Context: an optimization exercise on an open-source flow, tuned for small area and a short achievable clock period. The choices shown serve that exercise and are no tape-out recipe.
At most, simulation tests tie the RTL to the original design; equivalence was not proved.

==> run H <==
==> flow/design.v (excerpt) <==
module main (
    input wire clk,
    input wire rst,
    input wire [7:0] in,
    input wire [2:0] op,
    input wire apply,
    output wire [7:0] tail,
    output wire empty,
    output reg valid
);
    reg [7:0] q0, q1, q2, q3, q4;
    reg [4:0] t;
    assign tail  = q0;
    assign empty = ~t[0];
    wire [7:0] a = t[4] ? q4 : t[3] ? q3 : t[2] ? q2 : q1;
    wire [7:0] b = t[4] ? q3 : t[3] ? q2 : t[2] ? q1 : q0;
    wire [7:0] quo, rem;
    divu8 u_div (.n(b), .d(a), .q(quo), .r(rem));
    reg [7:0] res;
    always @* begin
        case (op)
            3'd0:    res = in;
            3'd2:    res = a + b;
            3'd3:    res = a * b;
            3'd4:    res = b - a;
            3'd5:    res = quo;
            default: res = rem;
        endcase
    end
    wire bad = (op == 3'd7)
             | ((op == 3'd0) & t[4])
             | ((op == 3'd1) & ~t[0])
             | ((op != 3'd0) & (op != 3'd1) & ~t[1])
             | (((op == 3'd5) | (op == 3'd6)) & (a == 8'd0));
    always @(posedge clk) begin
        if (apply && op != 3'd1) begin
            q0 <= res;
            q1 <= q0;
            q2 <= q1;
            q3 <= q2;
            q4 <= q3;
        end
    end
    always @(posedge clk or posedge rst) begin
        if (rst) begin
            t     <= 5'd0;
            valid <= 1'b1;
        end else if (apply) begin
            if (op == 3'd0) t <= {t[3:0], 1'b1};
            else            t <= {1'b0, t[4:1]};
            if (bad) valid <= 1'b0;
        end
    end
endmodule
==> module main, before the edit <==
module main (
    input wire clk,
    input wire rst,
    input wire [7:0] in,
    input wire [2:0] op,
    input wire apply,
    output wire [7:0] tail,
    output wire empty,
    output reg valid
);
    reg [7:0] q0, q1, q2, q3, q4;
    reg [4:0] t;
    assign tail  = q0;
    assign empty = ~t[0];
    wire [7:0] a = t[4] ? q4 : t[3] ? q3 : t[2] ? q2 : q1;
    wire [7:0] b = t[4] ? q3 : t[3] ? q2 : t[2] ? q1 : q0;
    wire [7:0] quo, rem;
    divu8 u_div (.n(b), .d(a), .q(quo), .r(rem));
    reg [7:0] res;
    always @* begin
        case (op)
            3'd0:    res = in;
            3'd2:    res = a + b;
            3'd3:    res = a * b;
            3'd4:    res = b - a;
            3'd5:    res = quo;
            default: res = rem;
        endcase
    end
    wire bad = (op == 3'd7)
             | ((op == 3'd0) & t[4])
             | ((op == 3'd1) & ~t[0])
             | ((op != 3'd0) & (op != 3'd1) & ~t[1])
             | (((op == 3'd5) | (op == 3'd6)) & (a == 8'd0));
    always @(posedge clk) begin
        if (apply && op != 3'd1) begin
            q0 <= res;
            q1 <= q0;
            q2 <= q1;
            q3 <= q2;
            q4 <= q3;
        end
    end
    always @(posedge clk or posedge rst) begin
        if (rst) begin
            t     <= 5'd0;
            valid <= 1'b1;
        end else if (apply) begin
            if (op == 3'd0) t <= {t[3:0], 1'b1};
            else            t <= {1'b0, t[4:1]};
            if (bad) valid <= 1'b0;
        end
    end
endmodule
==> module divu8, before the edit <==
module divu8 (
    input  wire [7:0] n,
    input  wire [7:0] d,
    output wire [7:0] q,
    output wire [7:0] r
);
    wire [7:0] rr [0:8];
    assign rr[8] = 8'd0;
    genvar i;
    generate
        for (i = 7; i >= 0; i = i - 1) begin : st
            localparam W = 8 - i;
            wire [W-1:0] trial;
            if (W == 1) begin : w1
                assign trial = n[i];
            end else begin : wn
                assign trial = {rr[i+1][W-2:0], n[i]};
            end
            wire hz = ~|(d >> W);
            wire [W:0] diff = {1'b0, trial} - {1'b0, d[W-1:0]};
            wire ge = hz & ~diff[W];
            assign q[i] = ge;
            assign rr[i] = ge ? diff[W-1:0] : trial;
        end
    endgenerate
    assign r = rr[0];
endmodule
Settings: LEC_CHECK=0, CAP_MARGIN=20, CORE_MARGIN=2, CORE_UTILIZATION=40, SLEW_MARGIN=20; clock period 15.5 ns.
run.sh (not shown) runs the stock make flow with config.mk's settings and CLKGATE_MAP_FILE= SYNTH_SCRIPT=/design/flow/synth_recipe.tcl, a recipe that flattens the netlist after the stock synthesis.
==> run Z: changes against run H <==
--- a/flow/design.v
+++ b/flow/design.v
@@ -36,28 +36,39 @@
     output reg valid
 );
     reg [7:0] q0, q1, q2, q3, q4;
-    reg [4:0] t;
+    reg [2:0] c;     
     assign tail  = q0;
-    assign empty = ~t[0];
-    wire [7:0] a = t[4] ? q4 : t[3] ? q3 : t[2] ? q2 : q1;
-    wire [7:0] b = t[4] ? q3 : t[3] ? q2 : t[2] ? q1 : q0;
+    assign empty = (c == 3'd0);
+    reg [7:0] a, b;
+    always @* begin
+        case ({c[2], c[0]})
+            2'd0: begin a = q1; b = q0; end
+            2'd1: begin a = q2; b = q1; end
+            2'd2: begin a = q3; b = q2; end
+            default: begin a = q4; b = q3; end
+        endcase
+    end
     wire [7:0] quo, rem;
     divu8 u_div (.n(b), .d(a), .q(quo), .r(rem));
+    wire       sub = op[2];
+    wire [7:0] sum = b + (a ^ {8{sub}}) + {7'd0, sub};
     reg [7:0] res;
     always @* begin
         case (op)
             3'd0:    res = in;
-            3'd2:    res = a + b;
             3'd3:    res = a * b;
-            3'd4:    res = b - a;
             3'd5:    res = quo;
-            default: res = rem;
+            3'd6:    res = rem;
+            default: res = sum;
         endcase
     end
+    wire full = c[2] & c[0];
+    wire ge2  = c[2] | c[1];
+    wire ge1  = c != 3'd0;
     wire bad = (op == 3'd7)
-             | ((op == 3'd0) & t[4])
-             | ((op == 3'd1) & ~t[0])
-             | ((op != 3'd0) & (op != 3'd1) & ~t[1])
+             | ((op == 3'd0) & full)
+             | ((op == 3'd1) & ~ge1)
+             | ((op != 3'd0) & (op != 3'd1) & ~ge2)
              | (((op == 3'd5) | (op == 3'd6)) & (a == 8'd0));
     always @(posedge clk) begin
         if (apply && op != 3'd1) begin
@@ -70,11 +81,11 @@
     end
     always @(posedge clk or posedge rst) begin
         if (rst) begin
-            t     <= 5'd0;
+            c     <= 3'd0;
             valid <= 1'b1;
         end else if (apply) begin
-            if (op == 3'd0) t <= {t[3:0], 1'b1};
-            else            t <= {1'b0, t[4:1]};
+            if (op == 3'd0) c <= c + 3'd1;
+            else            c <= c - 3'd1;
             if (bad) valid <= 1'b0;
         end
     end
==> run F: changes against run H <==
==> flow/design.v (replaced) <==
module divu8 (
    input  wire [7:0] n,
    input  wire [7:0] d,
    output wire [7:0] q,
    output wire [7:0] r
);
    wire [9:0] d1 = {2'b00, d};
    wire [9:0] d2 = {1'b0, d, 1'b0};
    wire [9:0] d3 = d1 + d2;
    wire [7:0] rr [0:4];
    assign rr[4] = 8'd0;
    genvar k;
    generate
        for (k = 3; k >= 0; k = k - 1) begin : st
            localparam W = 8 - 2 * k;
            wire [9:0] x;
            if (W == 2) begin : w2
                assign x = {8'd0, n[2*k+1], n[2*k]};
            end else begin : wn
                assign x = {{(10-W){1'b0}}, rr[k+1][W-3:0], n[2*k+1], n[2*k]};
            end
            wire g1 = x >= d1;
            wire g2 = x >= d2;
            wire g3 = x >= d3;
            wire [W-1:0] s1 = x[W-1:0] - d1[W-1:0];
            wire [W-1:0] s2 = x[W-1:0] - d2[W-1:0];
            wire [W-1:0] s3 = x[W-1:0] - d3[W-1:0];
            assign q[2*k+1] = g2;
            assign q[2*k]   = g3 | (g1 & ~g2);
            wire [W-1:0] nr = g3 ? s3 : g2 ? s2 : g1 ? s1 : x[W-1:0];
            assign rr[k] = nr;
        end
    endgenerate
    assign r = rr[0];
endmodule
module main (
    input wire clk,
    input wire rst,
    input wire [7:0] in,
    input wire [2:0] op,
    input wire apply,
    output wire [7:0] tail,
    output wire empty,
    output reg valid
);
    reg [7:0] q0, q1, q2, q3, q4;
    reg [2:0] c;     
    assign tail  = q0;
    assign empty = (c == 3'd0);
    reg [7:0] a, b;
    always @* begin
        case ({c[2], c[0]})
            2'd0: begin a = q1; b = q0; end
            2'd1: begin a = q2; b = q1; end
            2'd2: begin a = q3; b = q2; end
            default: begin a = q4; b = q3; end
        endcase
    end
    wire [7:0] quo, rem;
    divu8 u_div (.n(b), .d(a), .q(quo), .r(rem));
    wire       sub = op[2];
    wire [7:0] sum = b + (a ^ {8{sub}}) + {7'd0, sub};
    reg [7:0] res;
    always @* begin
        case (op)
            3'd0:    res = in;
            3'd3:    res = a * b;
            3'd5:    res = quo;
            3'd6:    res = rem;
            default: res = sum;
        endcase
    end
    wire full = c[2] & c[0];
    wire ge2  = c[2] | c[1];
    wire ge1  = c != 3'd0;
    wire bad = (op == 3'd7)
             | ((op == 3'd0) & full)
             | ((op == 3'd1) & ~ge1)
             | ((op != 3'd0) & (op != 3'd1) & ~ge2)
             | (((op == 3'd5) | (op == 3'd6)) & (a == 8'd0));
    always @(posedge clk) begin
        if (apply && op != 3'd1) begin
            q0 <= res;
            q1 <= q0;
            q2 <= q1;
            q3 <= q2;
            q4 <= q3;
        end
    end
    always @(posedge clk or posedge rst) begin
        if (rst) begin
            c     <= 3'd0;
            valid <= 1'b1;
        end else if (apply) begin
            if (op == 3'd0) c <= c + 3'd1;
            else            c <= c - 3'd1;
            if (bad) valid <= 1'b0;
        end
    end
endmodule
==> flow/flow/run.sh (new file) <==
#!/bin/bash
MARGIN=$(cat flow/margin.txt)
sed "s/SETUP_SLACK_MARGIN=[0-9.]*/SETUP_SLACK_MARGIN=$MARGIN/" standard.sh > standard_margin.sh
bash standard_margin.sh > standard.log 2>&1
==> flow/flow/margin.txt (new file) <==
8
==> flow/standard.sh (new file) <==
#!/bin/bash
# synth_recipe.tcl (not shown) runs the flow's synth.tcl, then flattens the netlist and writes it again
# the make line also repeats each setting of config.mk as NAME=value (left out here)
make -C /OpenROAD-flow-scripts/flow DESIGN_CONFIG=/design/flow/config.mk WORK_HOME=/design/flow/orfs CLKGATE_MAP_FILE= SYNTH_SCRIPT=/design/flow/synth_recipe.tcl "${@:-finish}"
Settings changed: ABC_AREA set to 1, CORE_UTILIZATION 40 to 60, SETUP_SLACK_MARGIN set to 5.
removed: flow/run.sh
==> notes.md <==
Of run F and run Z, run F has the higher core utilization (gap 34 points).
Register-to-register slack: run Z < run H < run F.
The highest non-clock buffer count belongs to run F, the lowest to run Z.
Between run Z and run H, the lower clock skew is in run Z (gap 0.0015 ns).
Only the layout flow was run in run F; the RTL was not checked for function there.

separate check: timing with driven ports:
Ports are ideal in the flow. The routed layouts listed here were re-timed in OpenROAD. Step 1 (the two cells are an assumption about what drives the block):
set clk [get_ports {clk}]
set_driving_cell -lib_cell sky130_fd_sc_hd__clkbuf_16 $clk
set_driving_cell -lib_cell sky130_fd_sc_hd__buf_2 [delete_from_list [all_inputs] $clk]
Step 2, shift: input delay + t, output delay - t, t = (earliest + latest rising clock arrival at the registers) / 2. This alone moves slack from input paths to output paths. a / b / c = ideal ports / drivers / drivers and shift; a / b = the first two.
run | shift t [ns] | setup slack, ns | hold slack, ns | clock arrival spread, ns | worst slew at a driven data input, ns
run H | 0.315 | 1.460 / 1.460 / 1.460 | 0.482 / 0.482 / 0.482 | 0.007 / 0.007 | 0.04
run Z | 0.310 | 1.318 / 1.318 / 1.318 | 0.473 / 0.473 / 0.473 | 0.005 / 0.005 | 0.03
run F | 0.322 | 7.143 / 7.143 / 7.143 | 0.481 / 0.481 / 0.481 | 0.011 / 0.011 | 0.04
After both steps setup and hold are still met in every run listed.
